From an optimization exercise on the open Yosys and OpenROAD flow, aimed at small area; shortcuts taken in it are not production practice. The RTL was checked by simulation tests, not by an equivalence proof against the original design. No driver is modelled on the clock port, so clock power and skew are understated where the tree is cut down; a real chip needs a root buffer or a tree. No activity file was given, so power comes from the tool's default toggle rates.

## design/flow/design.v

```verilog
module controllerModule(B0, B1, B2, B3, RST, _4BCD, Q1, Q2, Q3, Q4, CLK);
  input B0;
  wire B0;
  input B1;
  wire B1;
  input B2;
  wire B2;
  input B3;
  wire B3;
  input RST;
  wire RST;
  output [15:0] _4BCD;
  wire [15:0] _4BCD;
  output [3:0] Q1;
  reg [3:0] Q1;
  output [3:0] Q2;
  reg [3:0] Q2;
  output [3:0] Q3;
  reg [3:0] Q3;
  output [3:0] Q4;
  reg [3:0] Q4;
  input CLK;
  wire CLK;
  wire _000_;
  wire _001_;
  wire _002_;
  wire _003_;
  wire _004_;
  wire _005_;
  wire _006_;
  wire _007_;
  wire _008_;
  wire _009_;
  wire _010_;
  wire _011_;
  wire _012_;
  wire _013_;
  wire _014_;
  wire _015_;
  wire _016_;
  wire _017_;
  wire _018_;
  wire _019_;
  wire _020_;
  wire _021_;
  wire _022_;
  wire _023_;
  wire _024_;
  wire _025_;
  wire _026_;
  wire _027_;
  wire _028_;
  wire _029_;
  wire _030_;
  wire _031_;
  wire _032_;
  wire _033_;
  wire _034_;
  wire _035_;
  wire _036_;
  wire _037_;
  wire _038_;
  wire _039_;
  wire _040_;
  wire _041_;
  wire _042_;
  wire _043_;
  wire _044_;
  wire _045_;
  wire _046_;
  wire _047_;
  wire _048_;
  wire _049_;
  wire _050_;
  wire _051_;
  wire _052_;
  wire _053_;
  wire _054_;
  wire _055_;
  wire _056_;
  wire _057_;
  wire _058_;
  wire _059_;
  wire _060_;
  wire _061_;
  wire _062_;
  wire _063_;
  wire _064_;
  wire _065_;
  wire _066_;
  wire _067_;
  wire _068_;
  wire _069_;
  wire _070_;
  wire _071_;
  wire _072_;
  wire _073_;
  wire _074_;
  wire _075_;
  wire _076_;
  wire _077_;
  wire _078_;
  wire _079_;
  wire _080_;
  wire _081_;
  wire _082_;
  wire _083_;
  wire _084_;
  wire _085_;
  wire _086_;
  wire _087_;
  wire _088_;
  wire _089_;
  wire _090_;
  wire _091_;
  wire _092_;
  wire _093_;
  wire _094_;
  wire _095_;
  wire _096_;
  wire _097_;
  wire _098_;
  wire _099_;
  wire _100_;
  wire _101_;
  wire _102_;
  wire _103_;
  wire _104_;
  wire _105_;
  wire _106_;
  wire _107_;
  wire _108_;
  wire _109_;
  wire _110_;
  wire _111_;
  wire _112_;
  wire _113_;
  wire _114_;
  wire _115_;
  wire _116_;
  wire _117_;
  wire _118_;
  wire _119_;
  wire _120_;
  wire _121_;
  wire _122_;
  wire _123_;
  wire _124_;
  wire _125_;
  wire _126_;
  wire _127_;
  wire _128_;
  wire _129_;
  wire _130_;
  wire _131_;
  wire _132_;
  wire _133_;
  wire _134_;
  wire _135_;
  wire _136_;
  wire _137_;
  wire _138_;
  wire _139_;
  wire _140_;
  wire _141_;
  wire _142_;
  wire _143_;
  wire _144_;
  wire _145_;
  wire _146_;
  wire _147_;
  wire _148_;
  wire _149_;
  wire _150_;
  wire _151_;
  wire _152_;
  wire _153_;
  wire _154_;
  wire _155_;
  wire _156_;
  wire _157_;
  wire _158_;
  wire _159_;
  wire _160_;
  wire _161_;
  wire _162_;
  wire _163_;
  wire _164_;
  wire _165_;
  wire _166_;
  wire _167_;
  wire _168_;
  wire _169_;
  wire _170_;
  wire _171_;
  wire _172_;
  wire _173_;
  wire _174_;
  wire _175_;
  wire _176_;
  wire _177_;
  wire _178_;
  wire _179_;
  wire _180_;
  wire _181_;
  wire _182_;
  wire _183_;
  wire _184_;
  wire _185_;
  wire _186_;
  wire _187_;
  wire _188_;
  wire _189_;
  wire _190_;
  wire _191_;
  wire _192_;
  wire _193_;
  wire _194_;
  wire _195_;
  wire _196_;
  wire _197_;
  wire _198_;
  wire _199_;
  wire _200_;
  wire _201_;
  wire _202_;
  wire _203_;
  wire _204_;
  wire _205_;
  wire _206_;
  wire _207_;
  wire _208_;
  wire _209_;
  wire _210_;
  wire _211_;
  wire _212_;
  wire _213_;
  wire _214_;
  wire _215_;
  wire _216_;
  wire _217_;
  wire _218_;
  wire _219_;
  wire _220_;
  wire _221_;
  wire _222_;
  wire _223_;
  wire _224_;
  wire _225_;
  wire _226_;
  wire _227_;
  wire _228_;
  wire _229_;
  wire _230_;
  wire _231_;
  wire _232_;
  wire _233_;
  wire _234_;
  wire _235_;
  wire _236_;
  wire _237_;
  wire _238_;
  wire _239_;
  wire _240_;
  wire _241_;
  wire _242_;
  wire _243_;
  wire _244_;
  wire _245_;
  wire _246_;
  wire _247_;
  wire _248_;
  wire _249_;
  wire _250_;
  wire _251_;
  wire _252_;
  wire _253_;
  wire _254_;
  wire _255_;
  wire _256_;
  wire _257_;
  wire _258_;
  wire _259_;
  wire _260_;
  wire _261_;
  wire _262_;
  wire _263_;
  wire _264_;
  wire _265_;
  wire _266_;
  wire _267_;
  wire _268_;
  wire _269_;
  wire _270_;
  wire _271_;
  wire _272_;
  wire _273_;
  wire _274_;
  wire _275_;
  wire _276_;
  wire _277_;
  wire _278_;
  wire _279_;
  wire _280_;
  wire _281_;
  wire _282_;
  wire _283_;
  wire _284_;
  wire _285_;
  wire _286_;
  wire _287_;
  wire _288_;
  wire _289_;
  wire _290_;
  wire _291_;
  wire _292_;
  wire _293_;
  wire _294_;
  wire _295_;
  wire _296_;
  wire _297_;
  wire _298_;
  wire _299_;
  wire _300_;
  wire _301_;
  wire _302_;
  wire _303_;
  wire _304_;
  wire _305_;
  wire _306_;
  wire _307_;
  wire _308_;
  wire _309_;
  wire _310_;
  wire _311_;
  wire _312_;
  wire _313_;
  wire _314_;
  wire _315_;
  wire _316_;
  wire _317_;
  wire _318_;
  wire _319_;
  wire _320_;
  wire _321_;
  wire _322_;
  wire _323_;
  wire _324_;
  wire _325_;
  wire _326_;
  wire _327_;
  wire _328_;
  wire _329_;
  wire _330_;
  wire _331_;
  wire _332_;
  wire _333_;
  wire _334_;
  wire _335_;
  wire _336_;
  wire _337_;
  wire _338_;
  wire _339_;
  wire _340_;
  wire _341_;
  wire _342_;
  wire _343_;
  wire _344_;
  wire _345_;
  wire _346_;
  wire _347_;
  wire _348_;
  wire _349_;
  wire _350_;
  wire _351_;
  wire _352_;
  wire _353_;
  wire _354_;
  wire _355_;
  wire _356_;
  wire _357_;
  wire _358_;
  wire _359_;
  wire _360_;
  wire _361_;
  wire _362_;
  wire _363_;
  wire _364_;
  wire _365_;
  wire _366_;
  wire _367_;
  wire _368_;
  wire _369_;
  wire _370_;
  wire _371_;
  wire _372_;
  wire _373_;
  wire _374_;
  wire _375_;
  wire _376_;
  wire _377_;
  wire _378_;
  wire _379_;
  wire _380_;
  wire _381_;
  wire _382_;
  wire _383_;
  wire _384_;
  wire _385_;
  wire _386_;
  wire _387_;
  wire _388_;
  wire _389_;
  wire _390_;
  wire _391_;
  wire _392_;
  wire _393_;
  wire _394_;
  wire _395_;
  wire _396_;
  wire _397_;
  wire _398_;
  wire _399_;
  wire _400_;
  wire _401_;
  wire _402_;
  wire _403_;
  wire _404_;
  wire _405_;
  wire _406_;
  wire _407_;
  wire _408_;
  wire _409_;
  wire _410_;
  wire _411_;
  wire _412_;
  wire _413_;
  wire _414_;
  wire _415_;
  wire _416_;
  wire _417_;
  wire _418_;
  wire _419_;
  wire _420_;
  wire _421_;
  wire _422_;
  wire _423_;
  wire _424_;
  wire _425_;
  wire _426_;
  wire _427_;
  wire _428_;
  wire _429_;
  wire _430_;
  wire _431_;
  wire _432_;
  wire _433_;
  wire _434_;
  wire _435_;
  wire _436_;
  wire _437_;
  wire _438_;
  wire _439_;
  wire _440_;
  wire _441_;
  wire _442_;
  wire _443_;
  wire _444_;
  wire _445_;
  wire _446_;
  reg Load_q;
  always @(posedge CLK)
    Q4[0] <= _089_;
  always @(posedge CLK)
    Q4[1] <= _087_;
  always @(posedge CLK)
    Q4[2] <= _075_;
  always @(posedge CLK)
    Q4[3] <= _063_;
  always @(posedge CLK)
    Q3[1] <= _035_;
  always @(posedge CLK)
    Q3[2] <= _065_;
  always @(posedge CLK)
    Q3[0] <= _073_;
  always @(posedge CLK)
    Q3[3] <= _044_;
  always @(posedge CLK)
    Q2[1] <= _070_;
  always @(posedge CLK)
    Q2[2] <= _081_;
  always @(posedge CLK)
    Q2[0] <= _052_;
  always @(posedge CLK)
    Q2[3] <= _084_;
  always @(posedge CLK)
    Q1[1] <= _048_;
  always @(posedge CLK)
    Q1[2] <= _057_;
  always @(posedge CLK)
    Q1[0] <= _091_;
  always @(posedge CLK)
    Q1[3] <= _054_;
  always @(posedge CLK)
    Load_q <= _000_;
  assign _076_ = ~Q2[0];
  assign _066_ = ~Q2[1];
  assign _007_ = ~B0;
  assign _095_ = _092_ & _093_;
  assign _003_ = _095_ & _094_;
  assign _092_ = ~B0;
  assign _093_ = ~B1;
  assign _094_ = ~B2;
  assign _096_ = B0 | B1;
  assign _001_ = _096_ | B2;
  assign _002_ = _097_ & _098_;
  assign _097_ = ~B3;
  assign _098_ = ~_001_;
  assign _000_ = _099_ & _100_;
  assign _099_ = ~RST;
  assign _100_ = ~_002_;
  assign _004_ = _101_ | _102_;
  assign _101_ = ~B3;
  assign _102_ = ~_003_;
  assign _009_ = _103_ & _104_;
  assign _103_ = ~Load_q;
  assign _104_ = ~_004_;
  assign _105_ = Q2[0] & Q2[2];
  assign _106_ = Q2[1] & Q2[2];
  assign _005_ = _105_ | _106_;
  assign _109_ = _107_ & _108_;
  assign _006_ = _109_ | Load_q;
  assign _107_ = ~B0;
  assign _108_ = ~B1;
  assign _113_ = _110_ & _111_;
  assign _008_ = _113_ & _112_;
  assign _110_ = ~Q2[3];
  assign _111_ = ~_005_;
  assign _112_ = ~_006_;
  assign _118_ = _114_ & _115_;
  assign _119_ = _116_ & _117_;
  assign _010_ = _118_ | _119_;
  assign _114_ = ~_007_;
  assign _115_ = ~_009_;
  assign _116_ = ~_008_;
  assign _117_ = ~_009_;
  assign _120_ = _007_ & _010_;
  assign _121_ = Load_q & _010_;
  assign _122_ = _008_ & _010_;
  assign _123_ = _120_ | _121_;
  assign _011_ = _123_ | _122_;
  assign _128_ = _124_ & _125_;
  assign _129_ = _128_ & _126_;
  assign _012_ = _129_ | _127_;
  assign _124_ = ~Load_q;
  assign _125_ = ~_003_;
  assign _126_ = ~_008_;
  assign _127_ = ~_011_;
  assign _133_ = _130_ & _131_;
  assign _013_ = _133_ | _132_;
  assign _130_ = ~Q3[0];
  assign _131_ = ~_011_;
  assign _132_ = ~_012_;
  assign _019_ = _134_ | _135_;
  assign _134_ = ~Q3[3];
  assign _135_ = ~_013_;
  assign _136_ = Q1[0] | B3;
  assign _014_ = _136_ | _001_;
  assign _045_ = _137_ & _138_;
  assign _137_ = ~Q1[1];
  assign _138_ = ~_014_;
  assign _139_ = Q1[3] | Q1[2];
  assign _140_ = _139_ | Q1[1];
  assign _015_ = _140_ | _014_;
  assign _145_ = _141_ & _142_;
  assign _146_ = _145_ & _143_;
  assign _016_ = _146_ & _144_;
  assign _141_ = ~Q2[0];
  assign _142_ = ~Q2[2];
  assign _143_ = ~Q2[1];
  assign _144_ = ~_015_;
  assign _017_ = Q2[3] | _147_;
  assign _147_ = ~_016_;
  assign _018_ = Q3[0] | _017_;
  assign _151_ = _148_ & _149_;
  assign _152_ = _150_ & Q3[1];
  assign _020_ = _151_ | _152_;
  assign _148_ = ~_018_;
  assign _149_ = ~Q3[1];
  assign _150_ = ~_013_;
  assign _157_ = _153_ & _154_;
  assign _158_ = _155_ & _156_;
  assign _034_ = _157_ | _158_;
  assign _153_ = ~_009_;
  assign _154_ = ~_020_;
  assign _155_ = ~_019_;
  assign _156_ = ~_020_;
  assign _029_ = _159_ | _160_;
  assign _159_ = ~Q3[2];
  assign _160_ = ~_009_;
  assign _165_ = _161_ & _162_;
  assign _166_ = _163_ & _164_;
  assign _021_ = _165_ | _166_;
  assign _161_ = ~Q3[2];
  assign _162_ = ~Q3[3];
  assign _163_ = ~_009_;
  assign _164_ = ~Q3[3];
  assign _027_ = ~_021_;
  assign _170_ = _167_ & _168_;
  assign _022_ = _170_ | _169_;
  assign _167_ = ~Q3[3];
  assign _168_ = ~Q3[1];
  assign _169_ = ~_009_;
  assign _175_ = _171_ & _172_;
  assign _176_ = _173_ & _174_;
  assign _023_ = _175_ | _176_;
  assign _171_ = ~_013_;
  assign _172_ = ~_021_;
  assign _173_ = ~_022_;
  assign _174_ = ~_021_;
  assign _058_ = _177_ | _178_;
  assign _177_ = ~Q4[0];
  assign _178_ = ~_023_;
  assign _182_ = _179_ | _180_;
  assign _024_ = _182_ | _181_;
  assign _179_ = ~Q4[3];
  assign _180_ = ~Q4[0];
  assign _181_ = ~_023_;
  assign _025_ = RST | _183_;
  assign _183_ = ~_024_;
  assign _188_ = _184_ & _185_;
  assign _189_ = _188_ & _186_;
  assign _026_ = _189_ & _187_;
  assign _184_ = ~Q3[3];
  assign _185_ = ~Q3[2];
  assign _186_ = ~Q3[1];
  assign _187_ = ~_018_;
  assign _032_ = _190_ & _191_;
  assign _190_ = ~_025_;
  assign _191_ = ~_026_;
  assign _195_ = _192_ & _193_;
  assign _028_ = _195_ | _194_;
  assign _192_ = ~_013_;
  assign _193_ = ~_027_;
  assign _194_ = ~_018_;
  assign _202_ = _196_ & _197_;
  assign _203_ = _198_ & _199_;
  assign _204_ = _200_ & _201_;
  assign _205_ = _202_ | _203_;
  assign _030_ = _205_ | _204_;
  assign _196_ = ~Q3[3];
  assign _197_ = ~_028_;
  assign _198_ = ~_009_;
  assign _199_ = ~_028_;
  assign _200_ = ~_013_;
  assign _201_ = ~_028_;
  assign _210_ = _206_ & _207_;
  assign _211_ = _210_ | _208_;
  assign _031_ = _211_ | _209_;
  assign _206_ = ~Q3[0];
  assign _207_ = ~_029_;
  assign _208_ = ~_030_;
  assign _209_ = ~Q3[1];
  assign _215_ = _212_ & _213_;
  assign _033_ = _215_ | _214_;
  assign _212_ = ~Q3[1];
  assign _213_ = ~_030_;
  assign _214_ = ~_031_;
  assign _035_ = _032_ & _033_;
  assign _036_ = _216_ & _217_;
  assign _216_ = ~_034_;
  assign _217_ = ~_035_;
  assign _041_ = _218_ & _219_;
  assign _218_ = ~Q3[3];
  assign _219_ = ~_036_;
  assign _229_ = _220_ & _221_;
  assign _230_ = _229_ & _222_;
  assign _231_ = _223_ & _224_;
  assign _232_ = _231_ & _225_;
  assign _233_ = _226_ & _227_;
  assign _234_ = _233_ & _228_;
  assign _235_ = _230_ | _232_;
  assign _037_ = _235_ | _234_;
  assign _220_ = ~Q3[1];
  assign _221_ = ~_034_;
  assign _222_ = ~Q3[2];
  assign _223_ = ~Q3[0];
  assign _224_ = ~_034_;
  assign _225_ = ~Q3[2];
  assign _226_ = ~_003_;
  assign _227_ = ~_034_;
  assign _228_ = ~Q3[2];
  assign _236_ = _023_ & _032_;
  assign _237_ = _037_ & _032_;
  assign _042_ = _236_ | _237_;
  assign _038_ = Q4[0] | _238_;
  assign _238_ = ~_026_;
  assign _039_ = _239_ & _240_;
  assign _239_ = ~Q4[1];
  assign _240_ = ~_038_;
  assign _040_ = _241_ & _242_;
  assign _241_ = ~Q4[3];
  assign _242_ = ~Q4[2];
  assign _243_ = _039_ & _040_;
  assign _043_ = _243_ | RST;
  assign _247_ = _244_ & _245_;
  assign _044_ = _247_ & _246_;
  assign _244_ = ~_041_;
  assign _245_ = ~_042_;
  assign _246_ = ~_043_;
  assign _046_ = _248_ | _249_;
  assign _248_ = ~Q1[1];
  assign _249_ = ~_014_;
  assign _047_ = _250_ | _251_;
  assign _250_ = ~_045_;
  assign _251_ = ~_015_;
  assign _256_ = _252_ & _253_;
  assign _257_ = _254_ & _255_;
  assign _048_ = _256_ | _257_;
  assign _252_ = ~_046_;
  assign _253_ = ~_025_;
  assign _254_ = ~_047_;
  assign _255_ = ~_025_;
  assign _262_ = _258_ & _259_;
  assign _263_ = _260_ & _261_;
  assign _049_ = _262_ | _263_;
  assign _258_ = ~_006_;
  assign _259_ = ~Q2[0];
  assign _260_ = ~_015_;
  assign _261_ = ~Q2[0];
  assign _264_ = Q2[0] & _006_;
  assign _050_ = _264_ & _015_;
  assign _051_ = _265_ & _266_;
  assign _265_ = ~_049_;
  assign _266_ = ~_050_;
  assign _271_ = _267_ & _268_;
  assign _272_ = _269_ & _270_;
  assign _052_ = _271_ | _272_;
  assign _267_ = ~_024_;
  assign _268_ = ~_043_;
  assign _269_ = ~_051_;
  assign _270_ = ~_043_;
  assign _277_ = _273_ & _274_;
  assign _278_ = _277_ & _275_;
  assign _053_ = _278_ | _276_;
  assign _273_ = ~Q1[2];
  assign _274_ = ~Q1[1];
  assign _275_ = ~_014_;
  assign _276_ = ~Q1[3];
  assign _285_ = _279_ & _280_;
  assign _286_ = _281_ & _282_;
  assign _287_ = _283_ & _284_;
  assign _288_ = _285_ | _286_;
  assign _054_ = _288_ | _287_;
  assign _279_ = ~_015_;
  assign _280_ = ~_043_;
  assign _281_ = ~_024_;
  assign _282_ = ~_043_;
  assign _283_ = ~_053_;
  assign _284_ = ~_043_;
  assign _291_ = Q1[2] | _289_;
  assign _055_ = _291_ | _290_;
  assign _289_ = ~_045_;
  assign _290_ = ~Q1[3];
  assign _295_ = _292_ & _293_;
  assign _056_ = _295_ | _294_;
  assign _292_ = ~Q1[1];
  assign _293_ = ~_014_;
  assign _294_ = ~Q1[2];
  assign _300_ = _296_ & _297_;
  assign _301_ = _298_ & _299_;
  assign _057_ = _300_ | _301_;
  assign _296_ = ~_055_;
  assign _297_ = ~_025_;
  assign _298_ = ~_056_;
  assign _299_ = ~_025_;
  assign _059_ = _302_ & _303_;
  assign _302_ = ~Q4[3];
  assign _303_ = ~_058_;
  assign _308_ = _304_ & _305_;
  assign _309_ = _306_ & _307_;
  assign _060_ = _308_ | _309_;
  assign _304_ = ~Q4[1];
  assign _305_ = ~_039_;
  assign _306_ = ~_059_;
  assign _307_ = ~_039_;
  assign _061_ = _310_ & _311_;
  assign _310_ = ~Q4[2];
  assign _311_ = ~_060_;
  assign _316_ = _312_ & _313_;
  assign _317_ = _314_ & _315_;
  assign _062_ = _316_ | _317_;
  assign _312_ = ~Q4[1];
  assign _313_ = ~Q4[3];
  assign _314_ = ~_059_;
  assign _315_ = ~Q4[3];
  assign _321_ = _318_ & _319_;
  assign _063_ = _321_ & _320_;
  assign _318_ = ~RST;
  assign _319_ = ~_061_;
  assign _320_ = ~_062_;
  assign _326_ = _322_ & _323_;
  assign _327_ = _324_ & _325_;
  assign _064_ = _326_ | _327_;
  assign _322_ = ~Q3[2];
  assign _323_ = ~_037_;
  assign _324_ = ~_034_;
  assign _325_ = ~_037_;
  assign _331_ = _328_ & _329_;
  assign _065_ = _331_ & _330_;
  assign _328_ = ~_025_;
  assign _329_ = ~_026_;
  assign _330_ = ~_064_;
  assign _334_ = _332_ & _333_;
  assign _335_ = _008_ & _049_;
  assign _067_ = _334_ | _335_;
  assign _332_ = ~_008_;
  assign _333_ = ~_049_;
  assign _340_ = _336_ & _337_;
  assign _341_ = _338_ & _339_;
  assign _068_ = _340_ | _341_;
  assign _336_ = ~_066_;
  assign _337_ = ~_067_;
  assign _338_ = ~_017_;
  assign _339_ = ~_067_;
  assign _342_ = _066_ & _067_;
  assign _069_ = _342_ | _068_;
  assign _346_ = _343_ & _344_;
  assign _070_ = _346_ & _345_;
  assign _343_ = ~_025_;
  assign _344_ = ~_026_;
  assign _345_ = ~_069_;
  assign _071_ = _347_ | _348_;
  assign _347_ = ~_011_;
  assign _348_ = ~_017_;
  assign _351_ = _349_ & _350_;
  assign _352_ = Q3[0] & _071_;
  assign _072_ = _351_ | _352_;
  assign _349_ = ~Q3[0];
  assign _350_ = ~_071_;
  assign _357_ = _353_ & _354_;
  assign _358_ = _355_ & _356_;
  assign _073_ = _357_ | _358_;
  assign _353_ = ~_024_;
  assign _354_ = ~_043_;
  assign _355_ = ~_072_;
  assign _356_ = ~_043_;
  assign _361_ = Q4[2] & _359_;
  assign _362_ = _360_ & _060_;
  assign _074_ = _361_ | _362_;
  assign _359_ = ~_060_;
  assign _360_ = ~Q4[2];
  assign _075_ = _363_ & _364_;
  assign _363_ = ~_043_;
  assign _364_ = ~_074_;
  assign _078_ = _365_ | _366_;
  assign _365_ = ~Q2[3];
  assign _366_ = ~_016_;
  assign _367_ = _076_ & Q2[3];
  assign _077_ = _367_ | _006_;
  assign _373_ = _368_ & _369_;
  assign _374_ = _373_ & _370_;
  assign _375_ = _374_ | _371_;
  assign _079_ = _375_ | _372_;
  assign _368_ = ~Q2[0];
  assign _369_ = ~Q2[1];
  assign _370_ = ~_015_;
  assign _371_ = ~_077_;
  assign _372_ = ~Q2[2];
  assign _376_ = Q2[0] & Q2[1];
  assign _377_ = _376_ | _077_;
  assign _080_ = _377_ | Q2[2];
  assign _384_ = _378_ & _379_;
  assign _385_ = _380_ & _381_;
  assign _386_ = _382_ & _383_;
  assign _387_ = _384_ | _385_;
  assign _081_ = _387_ | _386_;
  assign _378_ = ~_078_;
  assign _379_ = ~_025_;
  assign _380_ = ~_079_;
  assign _381_ = ~_025_;
  assign _382_ = ~_080_;
  assign _383_ = ~_025_;
  assign _082_ = _388_ | _389_;
  assign _388_ = ~Q2[3];
  assign _389_ = ~_006_;
  assign _394_ = _016_ & _390_;
  assign _395_ = _016_ & _391_;
  assign _396_ = _082_ & _392_;
  assign _397_ = _082_ & _393_;
  assign _398_ = _394_ | _395_;
  assign _399_ = _398_ | _396_;
  assign _083_ = _399_ | _397_;
  assign _390_ = ~_080_;
  assign _391_ = ~_008_;
  assign _392_ = ~_080_;
  assign _393_ = ~_008_;
  assign _406_ = _400_ & _401_;
  assign _407_ = _402_ & _403_;
  assign _408_ = _404_ & _405_;
  assign _409_ = _406_ | _407_;
  assign _084_ = _409_ | _408_;
  assign _400_ = ~_017_;
  assign _401_ = ~_043_;
  assign _402_ = ~_024_;
  assign _403_ = ~_043_;
  assign _404_ = ~_083_;
  assign _405_ = ~_043_;
  assign _413_ = _410_ & _411_;
  assign _085_ = _413_ | _412_;
  assign _410_ = ~Q4[3];
  assign _411_ = ~_058_;
  assign _412_ = ~_038_;
  assign _416_ = _414_ & _415_;
  assign _417_ = Q4[1] & _085_;
  assign _086_ = _416_ | _417_;
  assign _414_ = ~Q4[1];
  assign _415_ = ~_085_;
  assign _087_ = _418_ & _419_;
  assign _418_ = ~_043_;
  assign _419_ = ~_086_;
  assign _422_ = _420_ & _421_;
  assign _088_ = _422_ | _026_;
  assign _420_ = ~Q4[0];
  assign _421_ = ~_023_;
  assign _429_ = _423_ & _424_;
  assign _430_ = _429_ & _425_;
  assign _431_ = _426_ & _427_;
  assign _432_ = _431_ & _428_;
  assign _089_ = _430_ | _432_;
  assign _423_ = ~_038_;
  assign _424_ = ~_059_;
  assign _425_ = ~_043_;
  assign _426_ = ~_088_;
  assign _427_ = ~_059_;
  assign _428_ = ~_043_;
  assign _436_ = _433_ & _434_;
  assign _090_ = _436_ | _435_;
  assign _433_ = ~B3;
  assign _434_ = ~_001_;
  assign _435_ = ~Q1[0];
  assign _443_ = _437_ & _438_;
  assign _444_ = _439_ & _440_;
  assign _445_ = _441_ & _442_;
  assign _446_ = _443_ | _444_;
  assign _091_ = _446_ | _445_;
  assign _437_ = ~_014_;
  assign _438_ = ~_043_;
  assign _439_ = ~_024_;
  assign _440_ = ~_043_;
  assign _441_ = ~_090_;
  assign _442_ = ~_043_;
  assign _4BCD = { Q4, Q3, Q2, Q1 };
endmodule
```

## design/flow/flow/run.sh

```bash
#!/bin/bash
# Own layout flow: the standard ORFS flow, with changes that only
# affect how the layout is made:
#  - ABC optimises and maps the logic for area (flow/abc_area.script: a
#    deterministic &deepsyn run, then area mapping) instead of the speed
#    script, as the clock period leaves plenty of slack; half/full adders are
#    not extracted before ABC;
#  - every input and output port still gets its own buffer, but a buf_1;
#  - the clock tree is a single buf_6 (CTS builds a root and two leaves,
#    flow/post_cts.tcl moves the leaves' registers to the root's net).
# Each tool's log stays under orfs/logs/; make's own output goes to standard.log.
set -euo pipefail
W=$(pwd)
rm -rf "$W/scripts"
cp -r "$FLOW_HOME/scripts" "$W/scripts"
cp "$W/flow/abc_area.script" "$W/scripts/abc_speed.script"
export SCRIPTS_DIR="$W/scripts"
# no separate half/full-adder extraction: ABC sees all of the logic
export ADDER_MAP_FILE=
export BUFFER_PORTS_ARGS="-buffer_cell sky130_fd_sc_hd__buf_1"
export CTS_ARGS="-buf_list sky130_fd_sc_hd__buf_6 -root_buf sky130_fd_sc_hd__buf_6 -dont_use_dummy_load -repair_clock_nets"
export POST_CTS_TCL="$W/flow/post_cts.tcl"
bash standard.sh > "$W/standard.log" 2>&1
```

## design/flow/flow/abc_area.script

```
strash
&get -n
&deepsyn -J 200 -S 0
&dch -f
&nf -a -R 1000 -p
&put
```

## design/flow/flow/post_cts.tcl

```tcl
# Collapse the clock tree to its root buffer: the design has only 17 registers,
# which one clock buffer drives within the slew limit.
set block [ord::get_db_block]
set root [$block findInst clkbuf_0_CLK]
set root_net [[$root findITerm X] getNet]
foreach inst [$block getInsts] {
  set name [$inst getName]
  if { $inst eq $root } { continue }
  if { ![string match "clkbuf_*" $name] } { continue }
  set in_net [[$inst findITerm A] getNet]
  if { $in_net eq "NULL" || [$in_net getName] ne [$root_net getName] } { continue }
  set onet [[$inst findITerm X] getNet]
  foreach it [$onet getITerms] {
    if { [[$it getInst] getName] eq $name } { continue }
    $it disconnect
    $it connect $root_net
  }
  [$inst findITerm A] disconnect
  [$inst findITerm X] disconnect
  odb::dbInst_destroy $inst
  odb::dbNet_destroy $onet
  puts "post_cts: removed clock buffer $name"
}
detailed_placement
check_placement -verbose
estimate_parasitics -placement
report_clock_min_period
```

## design/flow/standard.sh

```bash
#!/bin/bash
# synth_recipe.tcl (not shown) runs the flow's synth.tcl, then flattens the netlist and writes it again
# the make line also repeats each setting of config.mk as NAME=value (left out here)
make -C /OpenROAD-flow-scripts/flow DESIGN_CONFIG=/design/flow/config.mk WORK_HOME=/design/flow/orfs CLKGATE_MAP_FILE= SYNTH_SCRIPT=/design/flow/synth_recipe.tcl "${@:-finish}"
```

## design/flow/config.mk

```make
export PLATFORM = sky130hd
export DESIGN_NAME = controllerModule
export DESIGN_NICKNAME = controllerModule
export VERILOG_FILES = /design/flow/design.v
export SDC_FILE = /design/flow/constraint.sdc
export NUM_CORES = 4
export LEC_CHECK = 0
export CAP_MARGIN = 20
export CORE_AREA = 2 2 66 66
export CTS_BUF_LIST = sky130_fd_sc_hd__clkbuf_4
export DIE_AREA = 0 0 68 68
export SLEW_MARGIN = 20
```

## design/flow/constraint.sdc

```tcl
create_clock -name core_clock -period 20.0 [get_ports {CLK}]
set_input_delay 4.0000 -clock core_clock [delete_from_list [all_inputs] [get_ports {CLK}]]
set_output_delay 4.0000 -clock core_clock [all_outputs]
set_load 0.01 [all_outputs]
```

==> flow_metrics.py <==
metrics = {
    "status": {
        "status": "complete, no violations",
    },
    "synthesis": {
        "synth_cell_types": 30,
        "yosysSeqAreaShare_pct": 35.2,
        "synth_seq_cells": 17,
        "syn-mean-instance-area_sq_um": 7.73,
        "netlist_area_sq_um": 966,
        "syn_inst": 125,
        "ys_warn_count": 1,
        "syn_nets": 131,
    },
    "route": {
        "drt_iter0_drc": 54,
        "drtPass1Iterations": 7,
        "num_vias": 969,
        "drc_errors": 0,
        "viasPerCell": 4.92,
        "ant_nets": 0,
        "wire_per_inst_um": 11.5,
        "drt-total-wl_um": 2260,
    },
    "cts": {
        "cts_sinks": 17,
        "path_clk_slew_ns": 0.12,
        "clk_latency_ns": 0.14,
    },
    "die": {
        "rows": 23,
        "die_area_sq_um": 4620,
        "die_h_um": 68,
        "start_util_pct": 24.3,
        "die_x_um": 68,
        "ios": 38,
        "core_area_sq_um": 3970,
    },
    "worst_setup_path": {
        "required_ns": 20.04,
        "crit_path_cell_trace": "buf_1, or3_1, or3_1, nor3_1, nand2b_1, or4_1, or3_1, nor4_1, nand2b_1, nor2_1, a21o_1, nor2_1",
        "cp.buffers_inverters": 1,
        "end_kind": "flip-flop",
        "crit_path_max_incr_delay_ns": 0.48,
        "worstPathMaxFanout": 9,
        "cp.arrival_ns": 7.40,
        "crit_slowest_cell": "or4_1",
        "cpMostUsedCell": "or3_1",
        "start_kind": "primary input",
        "critPathKind": "in -> reg",
        "crit_family": "simple AND/OR/NAND/NOR gates",
    },
    "timing": {
        "fin_tns_setup_ns": 0,
        "setup_violations": 0,
        "rsz0062_at_grt": "no",
        "worst_slew_pin_slew_ns": 0.644,
        "clock_skew_ns": 0.00337,
        "min_period_ns": 7.36,
        "fin_ws_ns": 12.64,
        "timing.final.crit_share_pct": 36.8,
        "slew_headroom_pct": 56.7,
        "drv_slew": 0,
        "hold_viol_final": 0,
        "fmax_ghz": 0.136,
    },
    "min_path": {
        "holdCritPathClass": "reg -> reg",
    },
    "power": {
        "total_power_uw": 74.2,
        "p_leak_uw": 0.000363,
        "power_density_nw_per_um2": 70.1,
        "ir_worst_vdd_v": 0.0000263,
    },
    "final_layout": {
        "final_cell_mix": "buf_1 (37), nor2_1 (19), dfxtp_1 (17)",
        "fin_util_pct": 26.7,
        "multi_input_area_sq_um": 498,
        "syn2layout_area_growth_pct": 9.59,
        "seq_area_sq_um": 340,
        "layout.cells.most_common": "buf_1",
        "fin_nets": 155,
        "fill_cells": 457,
        "final_area_sq_um": 1060,
        "antenna_cells": 0,
        "drive_above_1_share_pct": 0.680,
    },
    "global_route": {
        "gr-total-overflow": 0,
        "grt_first_pass_wirelength_um": 3770,
        "track_usage_pct": 12.3,
        "antenna_found_initial": 0,
        "grt_pass1_vias": 789,
        "grt_max_degree": 18,
    },
    "place": {
        "dpl-instance-area_sq_um": 1050,
        "gp_congestion": 0.800,
        "port_buffers": 37,
        "dp.final_hpwl_um": 1810,
        "preCtsSetupSlack_ns": 12.49,
    },
    "flow_run": {
        "drv_cap": 0,
    },
}
synthesized netlist by cell type (all sizes together):
cell type | n | area, sq um
and2 | 1 | 6.26
o21bai | 1 | 7.51
nand2b | 4 | 25.0
a21oi | 15 | 75.1
o31ai | 1 | 7.51
a21o | 2 | 15.0
or4 | 1 | 7.51
nor3 | 6 | 30.0
dfxtp | 17 | 340
o21ai | 8 | 40.0
mux2i | 1 | 10.0
o21a | 2 | 15.0
a211o | 1 | 8.76
nor4 | 1 | 6.26
xnor2 | 2 | 17.5
nand3 | 2 | 10.0
buf | 16 | 120
a221oi | 1 | 8.76
clkinv | 2 | 7.51
a31oi | 3 | 18.8
nor2 | 19 | 71.3
and3 | 1 | 6.26
or3 | 3 | 18.8
a311oi | 1 | 8.76
o31a | 1 | 8.76
o311ai | 1 | 8.76
o211a | 1 | 10.0
nand2 | 8 | 30.0
o41ai | 1 | 8.76
xor2 | 2 | 17.5
worst reg2reg max path: stages (launching register included):
cell and delay (ns):
dfxtp_1 0.37, o21bai_1 0.24, nor3_1 0.54, o21ai_0 0.16, o31a_1 0.16, o41ai_1 0.48
clkinv_1 0.18, a21oi_1 0.31, nand3_1 0.28, nand2b_1 0.26, nor2_1 0.12, and2_0 0.19
nor2_1 0.10, nor2_1 0.04, nor3_1 0.16
sequential cells by signal, summed over array words and instances (netlist names):
register / flops
Q1: 4
Q4: 4
Load_q: 1
Q3: 4
Q2: 4
layer usage:
layer | up-vias | track usage [%] | routed length [um] | part of all wire (%)
met5 | - | 0 | 0 | 0
met4 | 0 | 3.75 | 43 | 1.9
met3 | 6 | 2.14 | 148 | 6.5
met2 | 40 | 19.2 | 1050 | 47
met1 | 438 | 17.1 | 1020 | 45
li1 | 485 | - | - | -
area by class of cell:
type                            count  share of cell area [%]
Inverter                            2                   0.709
Multi-Input combinational cell     90                    47.0
Sequential cell                    17                    32.2
Timing Repair Buffer               37                    13.1
Clock buffer                        1                    1.06
Tap cell                           50                    5.91
report_power, final:
part           switching (uW)  internal, uW
sequential               5.29          36.8
clock                    9.09          4.07
combinational            11.3          7.64
worst paths after layout:
| check | slack, ns | start | depth (start not counted) | to |
|---|---|---|---|---|
| max reg2reg | 16.34 | Load_q$_DFF_P_ | 14 | Q3[3]$_DFF_P_ |
| min reg2reg | 0.53 | Q1[1]$_DFF_P_ | 2 | Q1[1]$_DFF_P_ |
| min | 0.53 | Q1[1]$_DFF_P_ | 2 | Q1[1]$_DFF_P_ |
| max | 12.64 | B0 | 12 | Q4[1]$_DFF_P_ |
kinds of logic (layout without fill, tap and decap cells):
kind of cell	Yosys count	in the layout	synth area share (%)
compound gates	39	39	25.0
xor+xnor	4	4	3.63
buf+inv	18	40	13.2
flops	17	17	35.2
mux	1	1	1.04
simple gates	46	46	21.9
through the flow:
step / cells / hold WS, ns
final: 197 / 0.529
after global routing: 197 / 0.551
after detailed placement: 196 / 0.514
after global placement: 196 / 0.516
after floorplan: 125 / 0.518

==> afterwards: timing with drivers on the ports <==
How much do the figures lean on ideal ports? The routed layout below was timed once more, with nothing changed but the port constraints. Step 1, drivers: a clkbuf_16 drives CLK and a buf_2 each remaining input, both assumed. Step 2 adds t to the input delays and takes it off the output delays; t is the mean of the earliest and latest rising clock arrival at the registers after step 1. Input paths then give back, and output paths get back, about the clock's delay inside the block. Three values: no drivers, after step 1, after step 2; two values: the first two.
t, ns: 0.167
slack for setup (ns): 12.637 / 12.643 / 12.477
clock arrival spread, ns: 0.003 / 0.003
worst data-port slew with drivers (ns): 0.04
After both steps setup and hold are still met in this run. For this run, drivers alone change the setup slack by +0.006 ns; drivers and shift together by -0.160 ns.
